This design comes from an exercise in tuning for small area on the open sky130 flow, not from production work. The RTL was checked by simulation tests, not by an equivalence proof against the original design. In every run shown here, the design's own scripts or RTL, not TritonCTS, make the clock network. The flow treats the clock pin as an ideal source. Dropping or thinning the clock tree relies on that and would not hold on a real chip. Power is estimated from default activity; no workload was simulated.

==> flow/flow/my_ties.tcl <==
# Sourced as POST_FLOORPLAN_TCL. repair_tie_fanout gives every constant
# output its own sky130 conb_1 tie cell, using only its HI or only its LO
# pin; a conb_1 has both, so pair them up: one cell drives a 1 and a 0.
proc my_merge_ties {} {
  set block [ord::get_db_block]
  set his {}
  set los {}
  foreach inst [$block getInsts] {
    if {[[$inst getMaster] getName] ne "sky130_fd_sc_hd__conb_1"} continue
    set hn [[$inst findITerm HI] getNet]
    set ln [[$inst findITerm LO] getNet]
    if {$hn ne "NULL" && $ln eq "NULL"} { lappend his $inst }
    if {$ln ne "NULL" && $hn eq "NULL"} { lappend los $inst }
  }
  set n 0
  foreach h $his l $los {
    if {$h eq "" || $l eq ""} break
    set it [$l findITerm LO]
    set net [$it getNet]
    $it disconnect
    [$h findITerm LO] connect $net
    odb::dbInst_destroy $l
    incr n
  }
  puts "my_merge_ties: merged $n pairs of tie cells"
}
my_merge_ties
==> flow/flow/area2.abc <==
strash
dc2
balance; rewrite; refactor; balance; rewrite; rewrite -z; balance; refactor -z; rewrite -z; balance
&get -n
&deepsyn -T 30 -S SEED
&put
dch -f
amap
strash
dch -f
amap
topo
==> flow/flow/my_cts_check.tcl <==
proc my_clock_check {} {
  set db [ord::get_db]
  set block [ord::get_db_block]
  set big [$db findMaster $::env(MY_CLK_BUF_BIG)]
  set_propagated_clock [all_clocks]
  estimate_parasitics -placement
  set changed 0
  foreach inst [$block getInsts] {
    if {![string match "clkbuf_leaf_*" [$inst getName]]} continue
    set net [[$inst findITerm X] getNet]
    set worst 0.0
    foreach p [get_pins -of_objects [get_nets [$net getName]] -filter "direction==input"] {
      foreach prop {slew_max_rise slew_max_fall} {
        set v [get_property $p $prop]
        if {$v > $worst} { set worst $v }
      }
    }
    if {$worst > $::env(MY_CLK_SLEW_NS)} {
      $inst swapMaster $big
      incr changed
      puts "my_clock_check: [$inst getName] sink slew $worst ns, upsized to $::env(MY_CLK_BUF_BIG)"
    } else {
      puts "my_clock_check: [$inst getName] sink slew $worst ns"
    }
  }
  if {$changed} {
    detailed_placement
    estimate_parasitics -placement
  }
}
my_clock_check
==> flow/flow/my_synth.tcl <==
# synth_recipe.tcl, with ORFS's ABC mapping replaced: the combinational logic
# is mapped with each ABC script in MY_ABC_SCRIPTS (area-oriented, with
# &deepsyn) once per seed in MY_ABC_SEEDS, and the smallest result is kept.
# Registers are untouched.
proc synth {args} { yosys synth -nofsm -noshare {*}$args }
proc abc {args} {
  set i [lsearch -exact $args -script]
  set lib $::env(LIB_FILES)
  yosys design -save my_pre_abc
  set best ""
  set best_area 1e30
  foreach script $::env(MY_ABC_SCRIPTS) {
    set tmpl [open $script r]
    set text [read $tmpl]
    close $tmpl
    foreach seed $::env(MY_ABC_SEEDS) {
      set tag "[file rootname [file tail $script]]_$seed"
      yosys design -load my_pre_abc
      set f $::env(OBJECTS_DIR)/$tag.abc
      set fh [open $f w]
      puts -nonewline $fh [string map [list SEED $seed] $text]
      close $fh
      set a $args
      if {$i >= 0} { lset a [expr {$i+1}] $f }
      yosys abc {*}$a
      set rpt $::env(OBJECTS_DIR)/$tag.txt
      yosys tee -q -o $rpt stat -liberty [lindex $lib 0]
      set fh [open $rpt r]
      set area 1e30
      regexp {Chip area for module[^:]*: ([0-9.]+)} [read $fh] -> area
      close $fh
      puts "my_synth: ABC $tag area $area"
      yosys design -save my_abc_$tag
      if {$area < $best_area} { set best_area $area; set best $tag }
    }
  }
  puts "my_synth: keeping ABC $best (area $best_area)"
  yosys design -load my_abc_$best
}
source $::env(SCRIPTS_DIR)/synth.tcl
# left out here: clear keep_hierarchy, flatten, clean up, hide names made inside functions, write 1_2_yosys.v
==> flow/design.v <==
module reaction_game(
    input  wire clk,
    input  wire start_btn,
    input  wire resp_btn,
    input  wire reset_btn,
    output reg  [7:0] leds,
    output reg  [6:0] seg,
    output reg        dp,
    output reg  [7:0] an,
    output wire       piezo,
    output wire lcd_rs,
    output wire lcd_rw,
    output reg  lcd_e,
    output wire [7:0] lcd_data,
    output wire fc_r,
    output wire fc_g,
    output wire fc_b
);
parameter CLOCK_FREQ=8000;
parameter MS_TICKS=CLOCK_FREQ/1000;
reg [15:0] scan;
always @(posedge clk) begin
    if (reset_btn) scan <= 16'hFFFF;
    else           scan <= scan + 1'b1;
end
wire ms_tick = &scan[2:0];
localparam S_IDLE=3'd0, S_WAIT=3'd1, S_SIGNAL=3'd2, S_CAPTURE=3'd3, S_RESULT=3'd4, S_FALSE=3'd5;
reg [2:0] state, next_state;
reg       chg;          
wire st_idle   = (state == S_IDLE);
wire st_wait   = (state == S_WAIT);
wire st_signal = (state == S_SIGNAL);
wire st_result = (state == S_RESULT);
wire st_false  = (state == S_FALSE);
reg [3:0] d0, d1, d2, d3, d4;
reg       hi;
wire m500  = d3[1] | d3[0] | d2[3] | (d2[2] & (d2[1] | d2[0]));   
wire fast  = ~hi & (d4 == 0) & (d3 == 0);                  
wire le1k  = fast | (~hi & (d4 == 0) & (d3 == 4'd1) & (d2 == 0) & (d1 == 0) & (d0 == 0));
reg  [13:0] m_cnt;
localparam [15:0] INJ = 16'h544F;    
reg [15:0] lfsr;
reg [4:3]  inj_hi;
wire [4:0] inj = {inj_hi, m_cnt[13:11]};
wire [4:0] inj_inc = inj + 1'b1;
wire       inj_on = ~inj[4];
wire       lfsr_init = reset_btn | (st_idle & ~start_btn);
always @(posedge clk) begin
    if (lfsr_init) lfsr <= 16'hACE1;
    else lfsr <= {lfsr[14:0], st_idle ? 1'b1 : inj_on ? INJ[inj[3:0]] : (lfsr[15]^lfsr[13]^lfsr[12]^lfsr[10])};
    if (st_idle) inj_hi <= 2'd0;
    else if (inj_on) inj_hi <= inj_inc[4:3];
end
always @(*) begin
    next_state = state;
    case (state)
        S_IDLE:    if (start_btn) next_state = S_WAIT;
        S_WAIT:    if (resp_btn) next_state = S_FALSE; else if (wait_done) next_state = S_SIGNAL;
        S_SIGNAL:  if (resp_btn) next_state = S_CAPTURE;
        S_CAPTURE: next_state = S_RESULT;
        S_RESULT:  if (start_btn) next_state = S_IDLE;
        S_FALSE:   if (d3[1]) next_state = S_IDLE;
        default:   next_state = state;
    endcase
end
wire leave_wait  = st_wait & (resp_btn | wait_done);
wire leave_false = st_false & d3[1];
wire trans = (st_idle & start_btn) | leave_wait | (st_signal & resp_btn) | (state == S_CAPTURE)
           | (st_result & start_btn) | leave_false;
always @(posedge clk) begin
    if (reset_btn) begin state <= S_IDLE; chg <= 1'b1; end
    else begin state <= next_state; chg <= trans; end
end
wire cnt_clr = st_idle | leave_wait | leave_false;
wire cnt_inc = ms_tick & (st_wait | st_false | (st_signal & ~chg));
function [3:0] inc10(input [3:0] d);
    inc10 = (d + 1'b1) & {4{~(d[3] & d[0])}};
endfunction
wire c0 = cnt_inc & d0[3] & d0[0];
wire c1 = c0 & d1[3] & d1[0];
wire c2 = c1 & d2[3] & d2[0];
wire c3 = c2 & d3[3] & d3[0];
wire c4 = c3 & d4[3] & d4[0];
always @(posedge clk) begin
    if (reset_btn | cnt_clr) begin
        d0 <= 0; d1 <= 0; d2 <= 0; d3 <= 0; d4 <= 0; hi <= 0;
    end else begin
        if (cnt_inc) d0 <= inc10(d0);
        if (c0) d1 <= inc10(d1);
        if (c1) d2 <= inc10(d2);
        if (c2) d3 <= inc10(d3);
        if (c3) d4 <= inc10(d4);
        if (c4) hi <= 1'b1;
    end
end
reg        play;
reg        p_out;
assign piezo = p_out;
localparam [13:0] MEL_K0  = 14'd12991;
wire [11:0] r2    = {m_cnt[10:0] & {11{~st_idle}}, lfsr[15]};
wire [12:0] r2sub = {1'b0, r2} - 13'd1501;
wire        wait_done = m500 & (m_cnt[10:0] == 0);
wire        mel_end = m_cnt[13] & m_cnt[12] & m_cnt[11];
always @(posedge clk) begin
    if (st_idle | inj_on)                       m_cnt <= {st_idle ? 3'd1 : inj_inc[2:0], r2sub[12] ? r2[10:0] : r2sub[10:0]};
    else if (st_result & chg)                   m_cnt <= MEL_K0;
    else if (play & ms_tick & (m_cnt[13:3] == 11'd357)) m_cnt <= 14'h3FFF;
    else                                        m_cnt <= m_cnt - {13'b0, play | (ms_tick & m500)};
end
always @(posedge clk) begin
    if (reset_btn) play <= 1'b0;
    else play <= st_result & (chg | (play & ~mel_end));
end
always @(posedge clk) begin
    if (reset_btn) p_out <= 0;
    else p_out <= play & ~mel_end & fast & ~m_cnt[13];
end
assign fc_r = 1'b0;
assign fc_g = 1'b0;
assign fc_b = 1'b0;
wire [1:0] wstep = d1[1:0] + {d2[0], 1'b0} + (d0 != 0);
always @(*) begin
    case (state)
        S_IDLE:              leds = 8'b00000001;
        S_WAIT:              leds = 8'b1 << wstep;
        S_SIGNAL, S_CAPTURE: leds = 8'hFF;
        S_RESULT:            leds = le1k ? 8'h0F : 8'hF0;
        S_FALSE:             leds = d2[0] ? 8'h00 : 8'hFF;
        default:             leds = 8'b1;
    endcase
end
wire [2:0] digit_sel = (lcd_data[7:5] == 0) ? 3'd0 : scan[15:13];
wire       blank = st_wait | st_false;
reg  [3:0] digit;
always @(*) begin
    an = 8'hFF;
    an[digit_sel] = 1'b0;
    an[7:4] = 4'hF;
    case (digit_sel[1:0])
        0: digit = d4;
        1: digit = d3;
        2: digit = d2;
        default: digit = d1;
    endcase
    if (blank) digit = 4'd0;
end
function [6:0] map(input [3:0] v);
    map = {v[3] | (v[2] & ~v[1]) | (~v[2] & v[1]) | (v[1] & ~v[0]),                     
           v[3] | (~v[1] & ~v[0]) | (v[2] & ~v[1]) | (v[2] & ~v[0]),                     
           (~v[2] & ~v[0]) | (v[1] & ~v[0]),                                             
           v[3] | (~v[2] & ~v[0]) | (v[1] & ~v[0]) | (~v[2] & v[1]) | (v[2] & ~v[1] & v[0]),  
           v[2] | ~v[1] | v[0],                                                          
           ~v[2] | (v[1] & v[0]) | (~v[1] & ~v[0]),                                      
           v[3] | v[1] | (v[2] & v[0]) | (~v[2] & ~v[0])};                               
endfunction
always @(*) begin
    seg = digit_sel[2] ? 7'd0 : map(digit);
    dp = (digit_sel == 1);
end
function [7:0] lcd_char(input [2:0] s, input f, input [2:0] i);
    reg [47:0] m;
    begin
        case (s)
            S_IDLE:   m = "START ";
            S_WAIT:   m = "WAIT  ";
            S_SIGNAL: m = "GO!!  ";
            S_RESULT: m = f ? "GOOD!!" : "AGAIN ";
            S_FALSE:  m = "FALSE ";
            default:  m = "GO!!  ";    
        endcase
        case (i)
            1: lcd_char = m[47:40];
            2: lcd_char = m[39:32];
            3: lcd_char = m[31:24];
            4: lcd_char = m[23:16];
            5: lcd_char = m[15:8];
            6: lcd_char = m[7:0];
            default: lcd_char = 8'h80;
        endcase
    end
endfunction
reg [2:0] lcd_idx;
reg [6:0] lcd_q;        
wire [7:0] lcd_w = lcd_char(state, fast, lcd_idx);
reg [2:0] lcd_st;
always @(posedge clk) begin
    if (reset_btn) begin
        lcd_idx <= 0;
        lcd_st <= 0;
    end else if (chg) begin
        lcd_idx <= 0;
        lcd_st <= (lcd_st == 2 || lcd_st == 6) ? 3'd6 : 3'd0;
    end else begin
        case (lcd_st)
            3'd0, 3'd6: lcd_st <= 3'd1;
            3'd1, 3'd2: lcd_st <= lcd_st + 1'b1;
            3'd3, 3'd4: if (ms_tick) lcd_st <= lcd_st + 1'b1;
            default: if (ms_tick) begin
                if (lcd_idx[2] & lcd_idx[1]) lcd_st <= 3'd3;    
                else begin lcd_st <= 0; lcd_idx <= lcd_idx + 1'b1; end
            end
        endcase
    end
end
always @(*) lcd_e = (lcd_st == 2) | (lcd_st == 6);
always @(posedge clk) begin
    if (reset_btn) lcd_q <= 0;
    else if (~chg & (lcd_st == 0 || lcd_st == 6)) lcd_q <= {lcd_w[7], lcd_w[5:0]};
end
assign lcd_data = {lcd_q[6], ~lcd_q[6] & ~lcd_q[5] & (lcd_q[4:0] != 0), lcd_q[5:0]};
assign lcd_rs = lcd_data[6] | lcd_data[5];
assign lcd_rw = 1'b0;
endmodule
==> flow/flow/run.sh <==
#!/bin/bash
# The standard layout (standard.sh), with these changes:
#  - synthesis maps with area-oriented ABC scripts (flow/area*.abc), run
#    with several seeds keeping the smallest, and leaves adders to ABC
#    instead of fixed half/full-adder cells;
#    registers are inferred exactly as in the standard synthesis;
#  - port buffers are the smallest buffer, buf_1;
#  - after floorplan, flow/my_ties.tcl lets one tie cell drive a 0 and a 1;
#  - synthesis inserts no buffers between output ports (SYNTH_INSBUF=0):
#    the port buffers separate them anyway.
set -euo pipefail
HERE=$(pwd)
export MY_ABC_SCRIPTS="$HERE/flow/area.abc $HERE/flow/area2.abc"
export MY_ABC_SEEDS="4"
export SYNTH_INSBUF=0
export ADDER_MAP_FILE=
export ABC_AREA=1
export BUFFER_PORTS_ARGS="-buffer_cell sky130_fd_sc_hd__buf_1"
export PRE_CTS_TCL=$HERE/flow/my_cts.tcl
export POST_FLOORPLAN_TCL=$HERE/flow/my_ties.tcl
export POST_CTS_TCL=$HERE/flow/my_cts_check.tcl
export MY_CLK_BUF_BIG=sky130_fd_sc_hd__buf_16
export MY_CLK_SLEW_NS=0.110
export MY_CLK_K=4
export MY_CLK_BALANCE=1
export MY_CLK_BUF=sky130_fd_sc_hd__buf_12
export MY_CLK_ROOT=
sed -e "s#SYNTH_SCRIPT=[^ ]*synth_recipe.tcl#SYNTH_SCRIPT=$HERE/flow/my_synth.tcl#" standard.sh > my_standard.sh
grep -q "flow/my_synth.tcl" my_standard.sh
bash my_standard.sh > flow.log 2>&1
==> flow/flow/my_cts.tcl <==
# Clock buffering without TritonCTS (sourced as PRE_CTS_TCL): the clock sinks
# are split into MY_CLK_K groups by k-means on their positions, balanced to
# equal sizes (MY_CLK_BALANCE); each group gets one buffer
# (MY_CLK_BUF) at its centre, driven straight from the clock port.
proc my_clock_buffer {} {
  set block [ord::get_db_block]
  set db [ord::get_db]
  set clk_net [$block findNet clk]
  set master [$db findMaster $::env(MY_CLK_BUF)]
  set K $::env(MY_CLK_K)
  set sinks {}
  foreach it [$clk_net getITerms] {
    set loc [[$it getInst] getLocation]
    lappend sinks [list $it [lindex $loc 0] [lindex $loc 1]]
  }
  set n [llength $sinks]
  # initial centres: sinks spread by sorted order of x+y and y-x
  set order [lsort -real -index 1 $sinks]
  set cx {}; set cy {}
  for {set k 0} {$k < $K} {incr k} {
    set s [lindex $order [expr {int(($k + 0.5) * $n / $K)}]]
    lappend cx [lindex $s 1]; lappend cy [lindex $s 2]
  }
  for {set iter 0} {$iter < 50} {incr iter} {
    set asg {}
    foreach s $sinks {
      set best 0; set bd 1e30
      for {set k 0} {$k < $K} {incr k} {
        set d [expr {abs([lindex $s 1] - [lindex $cx $k]) + abs([lindex $s 2] - [lindex $cy $k])}]
        if {$d < $bd} { set bd $d; set best $k }
      }
      lappend asg $best
    }
    for {set k 0} {$k < $K} {incr k} { set sx($k) 0.0; set sy($k) 0.0; set sn($k) 0 }
    foreach s $sinks a $asg {
      set sx($a) [expr {$sx($a) + [lindex $s 1]}]; set sy($a) [expr {$sy($a) + [lindex $s 2]}]; incr sn($a)
    }
    for {set k 0} {$k < $K} {incr k} {
      if {$sn($k) > 0} { lset cx $k [expr {$sx($k) / $sn($k)}]; lset cy $k [expr {$sy($k) / $sn($k)}] }
    }
  }
  # balance: while some group has more than its share, move the member of
  # the largest group whose distance grows least to another group with room
  if {[info exists ::env(MY_CLK_BALANCE)] && $::env(MY_CLK_BALANCE)} {
    set cap [expr {int(ceil(double($n) / $K))}]
    for {set guard 0} {$guard < 1000} {incr guard} {
      set big -1; set bign 0
      for {set k 0} {$k < $K} {incr k} { if {$sn($k) > $bign} { set bign $sn($k); set big $k } }
      if {$bign <= $cap} break
      set bestd 1e30; set besti -1; set bestk -1
      set idx 0
      foreach s $sinks a $asg {
        if {$a == $big} {
          set d0 [expr {abs([lindex $s 1] - [lindex $cx $a]) + abs([lindex $s 2] - [lindex $cy $a])}]
          for {set k 0} {$k < $K} {incr k} {
            if {$k == $big || $sn($k) >= $cap} continue
            set d [expr {abs([lindex $s 1] - [lindex $cx $k]) + abs([lindex $s 2] - [lindex $cy $k]) - $d0}]
            if {$d < $bestd} { set bestd $d; set besti $idx; set bestk $k }
          }
        }
        incr idx
      }
      if {$besti < 0} break
      lset asg $besti $bestk
      incr sn($big) -1; incr sn($bestk)
    }
    for {set k 0} {$k < $K} {incr k} { set sx($k) 0.0; set sy($k) 0.0 }
    foreach s $sinks a $asg { set sx($a) [expr {$sx($a) + [lindex $s 1]}]; set sy($a) [expr {$sy($a) + [lindex $s 2]}] }
    for {set k 0} {$k < $K} {incr k} { if {$sn($k) > 0} { lset cx $k [expr {$sx($k) / $sn($k)}]; lset cy $k [expr {$sy($k) / $sn($k)}] } }
  }
  set drv_net $clk_net
  if {[info exists ::env(MY_CLK_ROOT)] && $::env(MY_CLK_ROOT) ne ""} {
    set rinst [odb::dbInst_create $block [$db findMaster $::env(MY_CLK_ROOT)] clkbuf_root]
    set drv_net [odb::dbNet_create $block clknet_root]
    $drv_net setSigType CLOCK
    [$rinst findITerm A] connect $clk_net
    [$rinst findITerm X] connect $drv_net
    set rx 0.0; set ry 0.0
    for {set k 0} {$k < $K} {incr k} { set rx [expr {$rx + [lindex $cx $k]}]; set ry [expr {$ry + [lindex $cy $k]}] }
    $rinst setLocation [expr {int($rx / $K)}] [expr {int($ry / $K)}]
    $rinst setPlacementStatus PLACED
  }
  for {set k 0} {$k < $K} {incr k} {
    if {$sn($k) == 0} continue
    set inst [odb::dbInst_create $block $master clkbuf_leaf_$k]
    set net [odb::dbNet_create $block clknet_leaf_$k]
    $net setSigType CLOCK
    [$inst findITerm A] connect $drv_net
    [$inst findITerm X] connect $net
    $inst setLocation [expr {int([lindex $cx $k])}] [expr {int([lindex $cy $k])}]
    $inst setPlacementStatus PLACED
    set net_of($k) $net
    puts "my_clock_buffer: $::env(MY_CLK_BUF) clkbuf_leaf_$k drives $sn($k) sinks"
  }
  foreach s $sinks a $asg {
    set it [lindex $s 0]
    $it disconnect
    $it connect $net_of($a)
  }
}

# Replace TritonCTS (which always builds a tree of at least 9 buffers here)
# by the buffering above. cts.tcl then legalizes, repairs timing as usual.
rename clock_tree_synthesis orig_clock_tree_synthesis
proc clock_tree_synthesis {args} {
  my_clock_buffer
  set_propagated_clock [all_clocks]
}
==> flow/standard.sh <==
#!/bin/bash
# synth_recipe.tcl (not shown) runs the flow's synth.tcl, then flattens the netlist and writes it again
# the make line also repeats each setting of config.mk as NAME=value (left out here)
make -C /OpenROAD-flow-scripts/flow DESIGN_CONFIG=/design/flow/config.mk WORK_HOME=/design/flow/orfs CLKGATE_MAP_FILE= SYNTH_SCRIPT=/design/flow/synth_recipe.tcl "${@:-finish}"
==> flow/config.mk <==
export PLATFORM = sky130hd
export DESIGN_NAME = reaction_game
export DESIGN_NICKNAME = reaction_game
export VERILOG_FILES = /design/flow/design.v
export SDC_FILE = /design/flow/constraint.sdc
export NUM_CORES = 4
export LEC_CHECK = 0
export CAP_MARGIN = 5
export CORE_MARGIN = 2
export CORE_UTILIZATION = 70
export GPL_TIMING_DRIVEN = 0
export PLACE_DENSITY = 0.9
export SLEW_MARGIN = 5
==> flow/constraint.sdc <==
create_clock -name core_clock -period 45.0 [get_ports {clk}]
set_input_delay 9.0000 -clock core_clock [delete_from_list [all_inputs] [get_ports {clk}]]
set_output_delay 9.0000 -clock core_clock [all_outputs]
set_load 0.01 [all_outputs]
==> flow/flow/area.abc <==
strash
dc2
balance; rewrite; refactor; balance; rewrite; rewrite -z; balance; refactor -z; rewrite -z; balance
&get -n
&deepsyn -T 30 -S SEED
&put
dch -f
amap
topo
==> results of run 1 <==
==> cell usage in the layout, fill, tap and decap left out, types with 12 or more instances in the layout <==
cell type	count
a31oi_1	15
clkinv_1	68
or2_0	17
nor3_1	29
buf_1	34
nand2_1	34
nor2_1	116
a21oi_1	26
or3_1	12
dfxtp_1	88
o21ai_0	46
==> area by class of cell <==
| cell class | count | area share (%) |
|---|---|---|
| Buffer | 4 | 1.83 |
| Inverter | 68 | 5.84 |
| Multi-Input combinational cell | 398 | 47.1 |
| Sequential cell | 88 | 40.3 |
| Tap cell | 72 | 2.06 |
| Timing Repair Buffer | 34 | 2.92 |
==> path summary, 6_finish.rpt <==
kind	start	depth (start not counted)	slack (ps)	end
worst min register to register	scan[0]$_SDFF_PP1_	1	400	scan[0]$_SDFF_PP1_
worst min-delay path	scan[0]$_SDFF_PP1_	1	400	scan[0]$_SDFF_PP1_
worst max-delay path	state[0]$_SDFFE_PP0P_	9	33280	leds[1]
worst max register to register	state[0]$_SDFFE_PP0P_	19	41210	d4[1]$_SDFFE_PP0N_
==> cells in the mapped netlist (3+ instances only) <==
| library cell | number |
|---|---|
| dfxtp_1 | 88 |
| and2_0 | 4 |
| o21ai_0 | 47 |
| clkinv_1 | 68 |
| and3_1 | 10 |
| o22ai_1 | 10 |
| or3_1 | 12 |
| o32ai_1 | 5 |
| a31oi_1 | 15 |
| nand2b_1 | 3 |
| nor4_1 | 10 |
| nand3_1 | 7 |
| nor2b_1 | 10 |
| a211oi_1 | 10 |
| nand4_1 | 3 |
| nand2_1 | 34 |
| or2_0 | 17 |
| a222oi_1 | 5 |
| nor2_1 | 116 |
| a21oi_1 | 26 |
| nor3_1 | 29 |
==> critical path: stages, from the launching register on <==
cell	delay [ps]
dfxtp_1	400
clkinv_1	270
nor2_1	450
clkinv_1	370
nor3_1	300
nor2_1	60
a21oi_1	240
o21ai_0	190
o21ai_0	130
buf_1	190
==> per-stage QoR <==
stage          total power, uW  instances  hold slack, ps
3_3_place_gp               178        660             374
2_1_floorplan              157        558             367
3_5_place_dp               181        660             382
5_1_grt                    229        664             435
6_report                   215        664             400
==> per-layer routing <==
layer,track usage [%],routed length [um],share of wire (%)
met1,41.2,4280,45
met2,51.7,4540,48
met3,1.80,575,6.0
met4,7.29,112,1.2
met5,0,0,0
==> state kept, by name, indices dropped and copies added, names as in the netlist <==
register  cells
chg           1
d0            4
d1            4
d2            4
d3            4
d4            4
hi            1
inj_hi        2
lcd_idx       3
lcd_q         7
lcd_st        3
lfsr         16
m_cnt        14
p_out         1
play          1
scan         16
state         3
==> where the power goes <==
part | leakage (uW) | internal, uW | total (uW) | switching, uW
combinational | 0.000748 | 27.0 | 81.9 | 54.9
clock | 0.0000376 | 14.5 | 32.9 | 18.4
sequential | 0.000719 | 89.2 | 100 | 10.8
==> cell families after synthesis <==
group           share of synthesized area [%]
simple gates                             29.2
other cells                             0.185
buf+inv                                  6.27
compound gates                           21.0
flops                                    43.3
==> qor.csv, run 1 <==
metric;value;unit
final hold vios;0;
vias per cell;6.04;
n_diodes;0;
post-synth cell types;39;
dominant cells by area after synthesis;dfxtp_1 43%, nor2_1 11%, clkinv_1 6.3%;
Static Leak;0.00150;uW
DP HPWL;7.09;mm
Die Ht;80.2;um
row count;27;
CP Launch Type;register;
die width;80.2;um
final core utilization;78.5;%
critical path class;register to primary output;
min Tclk post-route;11720;ps
1st-pass router iterations;6;
number of synthesized flops with an enable pin;0;
VDD IR max;42.1;uV
relative slew slack;42.0;%
routed vias;4012;
FFs w/ async S/R, synth;0;%
total gr overflow;0;
status;timing/DRC/antenna clean;
Max-cap violations;0;
sum of negative setup slack;0;ps
YS warnings;1;
post-synth top area cell;dfxtp_1;
Slew Viols, Final;0;
Port Buf Inserts;34;
core area;5570;um^2
area of the multi-input gates;2060;um^2
Power per Cell Area;49.1;nW/um^2
Worst Path Arrival;2720;ps
sequential share of the synthesized area;43.3;%
Die Area;6440;um^2
Finish-stage setup viols;0;
fmax;85.3;MHz
antenna violations before repair;0;
Post-Route WL;9.51;mm
Clk Latency, worst-skew pair;120;ps
final worst slack;33280;ps
CP required;36000;ps
clock slew at reported path FFs;90;ps
Detail Route Antenna Nets;0;
worst hold path class;register to register;
mapped cell area;4070;um^2
Top FF cell, synth;dfxtp_1;
RePlAce Congestion;0.977;
largest net degree at the start of global routing;23;
area taken by flip-flops and latches;1760;um^2
share of layout cells above drive strength 1;0.676;%
FILL cells;448;
CP endpoint kind;primary output;
CP max FO;11;
drt drc;0;
flops & latches, synth;88;
RSZ-0062 raised after global routing;no;
Post-Route Skew;8.88;ps
DP Worst Slack;33480;ps
drt first-iter violations;330;
first-pass GRT wire length;15.9;mm
cells after synthesis;552;
vias in the first global route;3642;
# nets final;602;
GRT Total Usage;30.0;%
synthesis-to-layout area growth;7.50;%
Final Cycle Share;26.1;%
Slew @ Worst Pin;864;ps
Syn Area/Cell;7.37;um^2
initial core utilization;73.0;%
share of the synthesized area in the top cell type;43.3;%
post-detailed-route wirelength per cell;14.3;um
I/O Pins;43;
DP Area;4290;um^2
Finished Cell Area;4370;um^2
==> inputs of run 2 (changes only) <==
--- a/flow/flow/run.sh
+++ b/flow/flow/run.sh
@@ -12,5 +12,5 @@
 HERE=$(pwd)
 export MY_ABC_SCRIPTS="$HERE/flow/area.abc $HERE/flow/area2.abc"
-export MY_ABC_SEEDS="4"
+export MY_ABC_SEEDS="1 2 3 4 5 6 7 8"
 export SYNTH_INSBUF=0
 export ADDER_MAP_FILE=
==> run 2 against run 1 <==
Register-to-register slack hardly changed. Clock power hardly changed. Still clean on timing, DRC and antenna. Maximum frequency stayed put. Worst hold slack stayed put. Sequential power hardly changed.
==> qor.csv, run 2 <==
metric;value;unit;change
status;timing/DRC/antenna clean;;
CP top delay family;buffers and inverters;;
commonest cells in the synthesized netlist;116 x nor2_1, 88 x dfxtp_1, 68 x clkinv_1;;
number of synthesized flops with an enable pin;0;;unchanged
Finish-stage setup viols;0;;unchanged
drt drc;0;;unchanged
Largest regs;lfsr x16, scan x16, m_cnt x14;;
CP required;36000;ps;about the same
Die Ht;80.2;um;unchanged
vias in the first global route;3642;;unchanged
Max-cap violations;0;;unchanged
n_diodes;0;;unchanged
worst hold path class;register to register;;
worst r2r src;state[0]$_SDFFE_PP0P_;;
antenna violations before repair;0;;unchanged
vias per cell;6.04;;unchanged
Power per Cell Area;49.1;nW/um^2;unchanged
Top FF cell, synth;dfxtp_1;;
Syn Area/Cell;7.37;um^2;unchanged
GRT Total Usage;30.0;%;unchanged
P_sw;84.1;uW;unchanged
FILL cells;448;;unchanged
commonest non-fill, non-tap cell in the layout;nor2_1;;
share of the synthesized area in the top cell type;43.3;%;unchanged
YS warnings;1;;unchanged
Critical Path Max Stage Delay;450;ps;about the same
Comb power frac;38.1;%;about the same
VDD IR max;42.1;uV;unchanged
CP endpoint kind;primary output;;
sum of negative setup slack;0;ps;unchanged
min Tclk post-route;11720;ps;unchanged
CP max FO;11;;unchanged
row count;27;;unchanged
RePlAce Congestion;0.977;;unchanged
area taken by flip-flops and latches;1760;um^2;unchanged
share of layout cells above drive strength 1;0.676;%;unchanged
Port Buf Inserts;34;;unchanged
Final Cycle Share;26.1;%;unchanged
CP Launch Type;register;;
Static Leak;0.00150;uW;unchanged
I/O Pins;43;;unchanged
flops & latches, synth;88;;unchanged
# nets final;602;;unchanged
cells on worst reg2reg path;19;;unchanged
critical path class;register to primary output;;
drt first-iter violations;330;;unchanged
core area;5570;um^2;unchanged
total gr overflow;0;;unchanged
count leader, synth;nor2_1;;
largest net degree at the start of global routing;23;;unchanged
DP HPWL;7.09;mm;unchanged
mapped cell area;4070;um^2;unchanged
commonest non-fill, non-tap cells in the layout;116 x nor2_1, 88 x dfxtp_1, 68 x clkinv_1;;
area of the multi-input gates;2060;um^2;unchanged
fmax;85.3;MHz;unchanged
clock slew at reported path FFs;90;ps;about the same
switching share of power;39.2;%;unchanged
final worst slack;33280;ps;unchanged
DP Worst Slack;33480;ps;unchanged
final hold vios;0;;unchanged
Slew Viols, Final;0;;unchanged
Sequential Power Share;46.6;%;about the same
post-synth top area cell;dfxtp_1;;
synthesis-to-layout area growth;7.50;%;unchanged
cell-internal power;131;uW;unchanged
relative slew slack;42.0;%;unchanged
Post-Route WL;9.51;mm;unchanged
ordered list of cells on the worst path;clkinv_1 -> nor2_1 -> clkinv_1 -> nor3_1 -> nor2_1 -> a21oi_1 -> o21ai_0 -> o21ai_0 -> buf_1;;
Post-Route Skew;8.88;ps;unchanged
Reg2Reg Setup Slack;41210;ps;about the same
sequential share of the synthesized area;43.3;%;unchanged
Hold Path Origin;scan[0]$_SDFF_PP1_;;
hold depth;1;;unchanged
Clk Latency, worst-skew pair;120;ps;about the same
clock power share;15.3;%;about the same
hold worst-path end;scan[0]$_SDFF_PP1_;;
FFs w/ async S/R, synth;0;%;unchanged
Die Area;6440;um^2;unchanged
cells after synthesis;552;;unchanged
dominant cells by area after synthesis;dfxtp_1 43%, nor2_1 11%, clkinv_1 6.3%;;
die width;80.2;um;unchanged
Detail Route Antenna Nets;0;;unchanged
FF-to-FF End;d4[1]$_SDFFE_PP0N_;;
Worst Path Arrival;2720;ps;about the same
1st-pass router iterations;6;;unchanged
initial core utilization;73.0;%;unchanged
post-detailed-route wirelength per cell;14.3;um;unchanged
post-synth cell types;39;;unchanged
Buf/Inv on CP;3;;unchanged
routed vias;4012;;unchanged
first-pass GRT wire length;15.9;mm;unchanged
RSZ-0062 raised after global routing;no;;
Slew @ Worst Pin;864;ps;unchanged
Critical Path Slowest Stage Cell;nor2_1;;
run 2: cell counts in the layout (fill, tap and decap cells not counted):
No cell type changed its count.
run 2: kinds of logic after synthesis:
logic type	count (synthesis)	synth area share, %
buffers and inverters	68	6.27
AO/OA/AOI/OAI	137	21.0
AND/OR/NAND/NOR	257	29.2
flip-flops	88	43.3
other	2	0.185
run 2: power by group through the flow:
stage / clock network, uW / registers, uW / logic [uW]
2_1_floorplan: 0 / 98.5 / 58.8
3_3_place_gp: 0 / 101 / 77.0
3_5_place_dp: 0 / 101 / 79.6
5_1_grt: 36.1 / 102 / 91.6
6_report: 32.9 / 100 / 81.9
run 2: worst register-to-register path: cells and delay by family, from the launching register on:
| kind | cells | cell delay [ps] |
|---|---|---|
| buffers and inverters | 4 | 650 |
| AO/OA/AOI/OAI | 1 | 80 |
| flip-flops | 1 | 400 |
| AND/OR/NAND/NOR | 14 | 2560 |
run 2: worst max path at each step:
| stage | depth (start not counted) | startpoint | to |
|---|---|---|---|
| 2_1_floorplan | 11 | lcd_q[4]$_SDFFE_PP0P_ | seg[0] |
| 3_3_place_gp | 9 | state[0]$_SDFFE_PP0P_ | leds[3] |
| 3_5_place_dp | 9 | state[0]$_SDFFE_PP0P_ | leds[1] |
| 5_1_grt | 9 | state[0]$_SDFFE_PP0P_ | leds[3] |
| 6_report | 9 | state[0]$_SDFFE_PP0P_ | leds[1] |
run 2: area by class of cell:
cell class,instances,share of cell area [%]
Buffer,4,1.83
Inverter,68,5.84
Multi-Input combinational cell,398,47.1
Sequential cell,88,40.3
Tap cell,72,2.06
Timing Repair Buffer,34,2.92
run 2: metrics by stage:
stage	total power (uW)	area, um^2	cells	hold WS (ps)	utilization (%)
after global routing	229	4370	664	435	78.5
after detailed placement	181	4290	660	382	77.0
after global placement	178	4290	660	374	77.0
after floorplan	157	4090	558	367	-
final	215	4370	664	400	78.5
run 2: per-layer routing:
layer	up-vias	GRT usage [%]	share of wire, %
met3	12	1.80	6.0
met2	162	51.7	48
met1	1819	41.2	45
met4	0	7.29	1.2
li1	2019	-	-
met5	-	0	0
==> inputs of run 3 (changes only) <==
--- a/flow/flow/run.sh
+++ b/flow/flow/run.sh
@@ -12,5 +12,5 @@
 HERE=$(pwd)
 export MY_ABC_SCRIPTS="$HERE/flow/area.abc $HERE/flow/area2.abc"
-export MY_ABC_SEEDS="1 2 3 4 5 6 7 8"
+export MY_ABC_SEEDS="1 2 3 4 5 6 7 8 9 10 11 12 13 14 15 16 17 18 19 20"
 export SYNTH_INSBUF=0
 export ADDER_MAP_FILE=
==> run 3 against run 2 <==
Flip-flop and latch count unchanged. Power unchanged. First-iteration DRC count unchanged. Final cell count is the same. Wire length unchanged. Worst setup slack is the same. Via count unchanged. Area after synthesis unchanged. Worst hold slack unchanged. Die area unchanged. Critical endpoint unchanged. Largest cell class unchanged.
==> qor.csv, run 3 <==
metric;value;unit;change
status;timing/DRC/antenna clean;;
dominant cells by area after synthesis;dfxtp_1 43%, nor2_1 11%, clkinv_1 6.3%;;
Sequential Power Share;46.6;%;about the same
main combinational cell family by area after synthesis;simple AND/OR/NAND/NOR gates;;
share of layout cells above drive strength 1;0.676;%;unchanged
Post-Route WL;9.51;mm;unchanged
number of synthesized flops with an enable pin;0;;unchanged
DP Area;4290;um^2;unchanged
post-synth top area cell;dfxtp_1;;
commonest cells in the synthesized netlist;116 x nor2_1, 88 x dfxtp_1, 68 x clkinv_1;;
GRT Total Usage;30.0;%;unchanged
flops & latches, synth;88;;unchanged
Comb power frac;38.1;%;about the same
Overall Power;215;uW;unchanged
Power per Cell Area;49.1;nW/um^2;unchanged
fmax;85.3;MHz;unchanged
synthesis-to-layout area growth;7.50;%;unchanged
routed vias;4012;;unchanged
largest net degree at the start of global routing;23;;unchanged
cells after synthesis;552;;unchanged
CP endpoint kind;primary output;;
vias in the first global route;3642;;unchanged
count leader, synth;nor2_1;;
switching share of power;39.2;%;unchanged
min Tclk post-route;11720;ps;unchanged
initial core utilization;73.0;%;unchanged
Port Buf Inserts;34;;unchanged
CP required;36000;ps;about the same
VDD IR max;42.1;uV;unchanged
vias per cell;6.04;;unchanged
1st-pass router iterations;6;;unchanged
share of the synthesized area in the top cell type;43.3;%;unchanged
relative slew slack;42.0;%;unchanged
CP max FO;11;;unchanged
Slew @ Worst Pin;864;ps;unchanged
Final Cycle Share;26.1;%;unchanged
Finish-stage setup viols;0;;unchanged
Worst Path Arrival;2720;ps;about the same
Static Leak;0.00150;uW;unchanged
DP HPWL;7.09;mm;unchanged
drt drc;0;;unchanged
post-synth cell types;39;;unchanged
Post-Synth XOR/XNOR Area;0;%;unchanged
YS warnings;1;;unchanged
final hold vios;0;;unchanged
drt first-iter violations;330;;unchanged
sequential share of the synthesized area;43.3;%;unchanged
FFs w/ async S/R, synth;0;%;unchanged
post-synthesis mux area share;0;%;unchanged
Finished Cell Area;4370;um^2;unchanged
Post-Route Skew;8.88;ps;unchanged
antenna violations before repair;0;;unchanged
Slew Viols, Final;0;;unchanged
sum of negative setup slack;0;ps;unchanged
commonest non-fill, non-tap cell in the layout;nor2_1;;
n_diodes;0;;unchanged
commonest non-fill, non-tap cells in the layout;116 x nor2_1, 88 x dfxtp_1, 68 x clkinv_1;;
Clk Latency, worst-skew pair;120;ps;about the same
RePlAce Congestion;0.977;;unchanged
total gr overflow;0;;unchanged
P_sw;84.1;uW;unchanged
Detail Route Antenna Nets;0;;unchanged
Largest regs;lfsr x16, scan x16, m_cnt x14;;
Post-Synth Adder-Cell Area;0;%;unchanged
Max-cap violations;0;;unchanged
cell-internal power;131;uW;unchanged
clock power share;15.3;%;about the same
critical path class;register to primary output;;
Die Ht;80.2;um;unchanged
mapped cell area;4070;um^2;unchanged
CP Launch Type;register;;
Top FF cell, synth;dfxtp_1;;
row count;27;;unchanged
worst hold path class;register to register;;
first-pass GRT wire length;15.9;mm;unchanged
Post-Synth Simple-Gate Area;29.2;%;unchanged
Syn Area/Cell;7.37;um^2;unchanged
Die Area;6440;um^2;unchanged
core area;5570;um^2;unchanged
I/O Pins;43;;unchanged
post-detailed-route wirelength per cell;14.3;um;unchanged
# nets final;602;;unchanged
die width;80.2;um;unchanged
clock slew at reported path FFs;90;ps;about the same
Synth Area in Compound Gates;21.0;%;unchanged
RSZ-0062 raised after global routing;no;;
-- run 3: cell counts after synthesis --
No cell type changed its count.
-- run 3: power groups by stage --
stage,clock network [uW],logic [uW],registers [uW]
final,32.9,81.9,100
after global routing,36.1,91.6,102
after detailed placement,0,79.6,101
after global placement,0,77.0,101
after floorplan,0,58.8,98.5
-- run 3: logic make-up after synthesis --
family	Yosys count
simple gates	257
compound gates	137
flops	88
buf+inv	68
other cells	2
-- run 3: final cells by class --
cell class                      count  area (um^2)
Multi-Input combinational cell    398         2060
Timing Repair Buffer               34          128
Inverter                           68          255
Tap cell                           72         90.1
Sequential cell                    88         1760
Buffer                              4         80.1
Fill cell                         448         1200
-- run 3: metal layers --
layer	wire [um]	global-route usage [%]	vias to the layer above
li1	-	-	2019
met2	4540	51.7	162
met4	112	7.29	0
met3	575	1.80	12
met1	4280	41.2	1819
met5	0	0	-
-- run 3: final timing paths --
kind                         startpoint            endpoint  depth (start not counted)  slack [ps]
setup / recovery  state[0]$_SDFFE_PP0P_             leds[1]                          9       33280
hold / removal       scan[0]$_SDFF_PP1_  scan[0]$_SDFF_PP1_                          1         400
setup reg to reg  state[0]$_SDFFE_PP0P_  d4[1]$_SDFFE_PP0N_                         19       41210
hold reg to reg      scan[0]$_SDFF_PP1_  scan[0]$_SDFF_PP1_                          1         400
-- run 3: per-stage QoR --
stage / hold slack [ps] / setup slack (ps) / instances / utilization, %
global placement: 374 / 33520 / 660 / 77.0
global route: 435 / 32860 / 664 / 78.5
detailed placement: 382 / 33480 / 660 / 77.0
floorplan: 367 / 33950 / 558 / -
finish: 400 / 33280 / 664 / 78.5
-- run 3: worst max-delay path, cell delays in order (launching register included) --
cell      delay, ps
dfxtp_1         400
clkinv_1        270
nor2_1          450
clkinv_1        370
nor3_1          300
nor2_1           60
a21oi_1         240
o21ai_0         190
o21ai_0         130
buf_1           190

## what the ideal ports hide
No port has a modelled driver above. Below, the same layouts with a new extraction and two added sets of constraints. Step 1 assumes that a clkbuf_16 drives the clock port and a buf_2 every other input. Step 2, shift: input delay + t, output delay - t, t = (earliest + latest rising clock arrival at the registers) / 2. This alone moves slack from input paths to output paths. Three values: no drivers, after step 1, after step 2; two values: the first two.
run	t, ns	slack for setup (ns)	worst setup path after step 2	slew at the worst register clock pin (ns)	worst data-port slew with drivers (ns)
run 1	0.203	33.277 / 33.195 / 33.397	register to output	0.09 / 0.09	0.04
run 2	0.203	33.277 / 33.195 / 33.397	register to output	0.09 / 0.09	0.04
run 3	0.203	33.277 / 33.195 / 33.397	register to output	0.09 / 0.09	0.04
After both steps setup and hold are still met in every run listed.
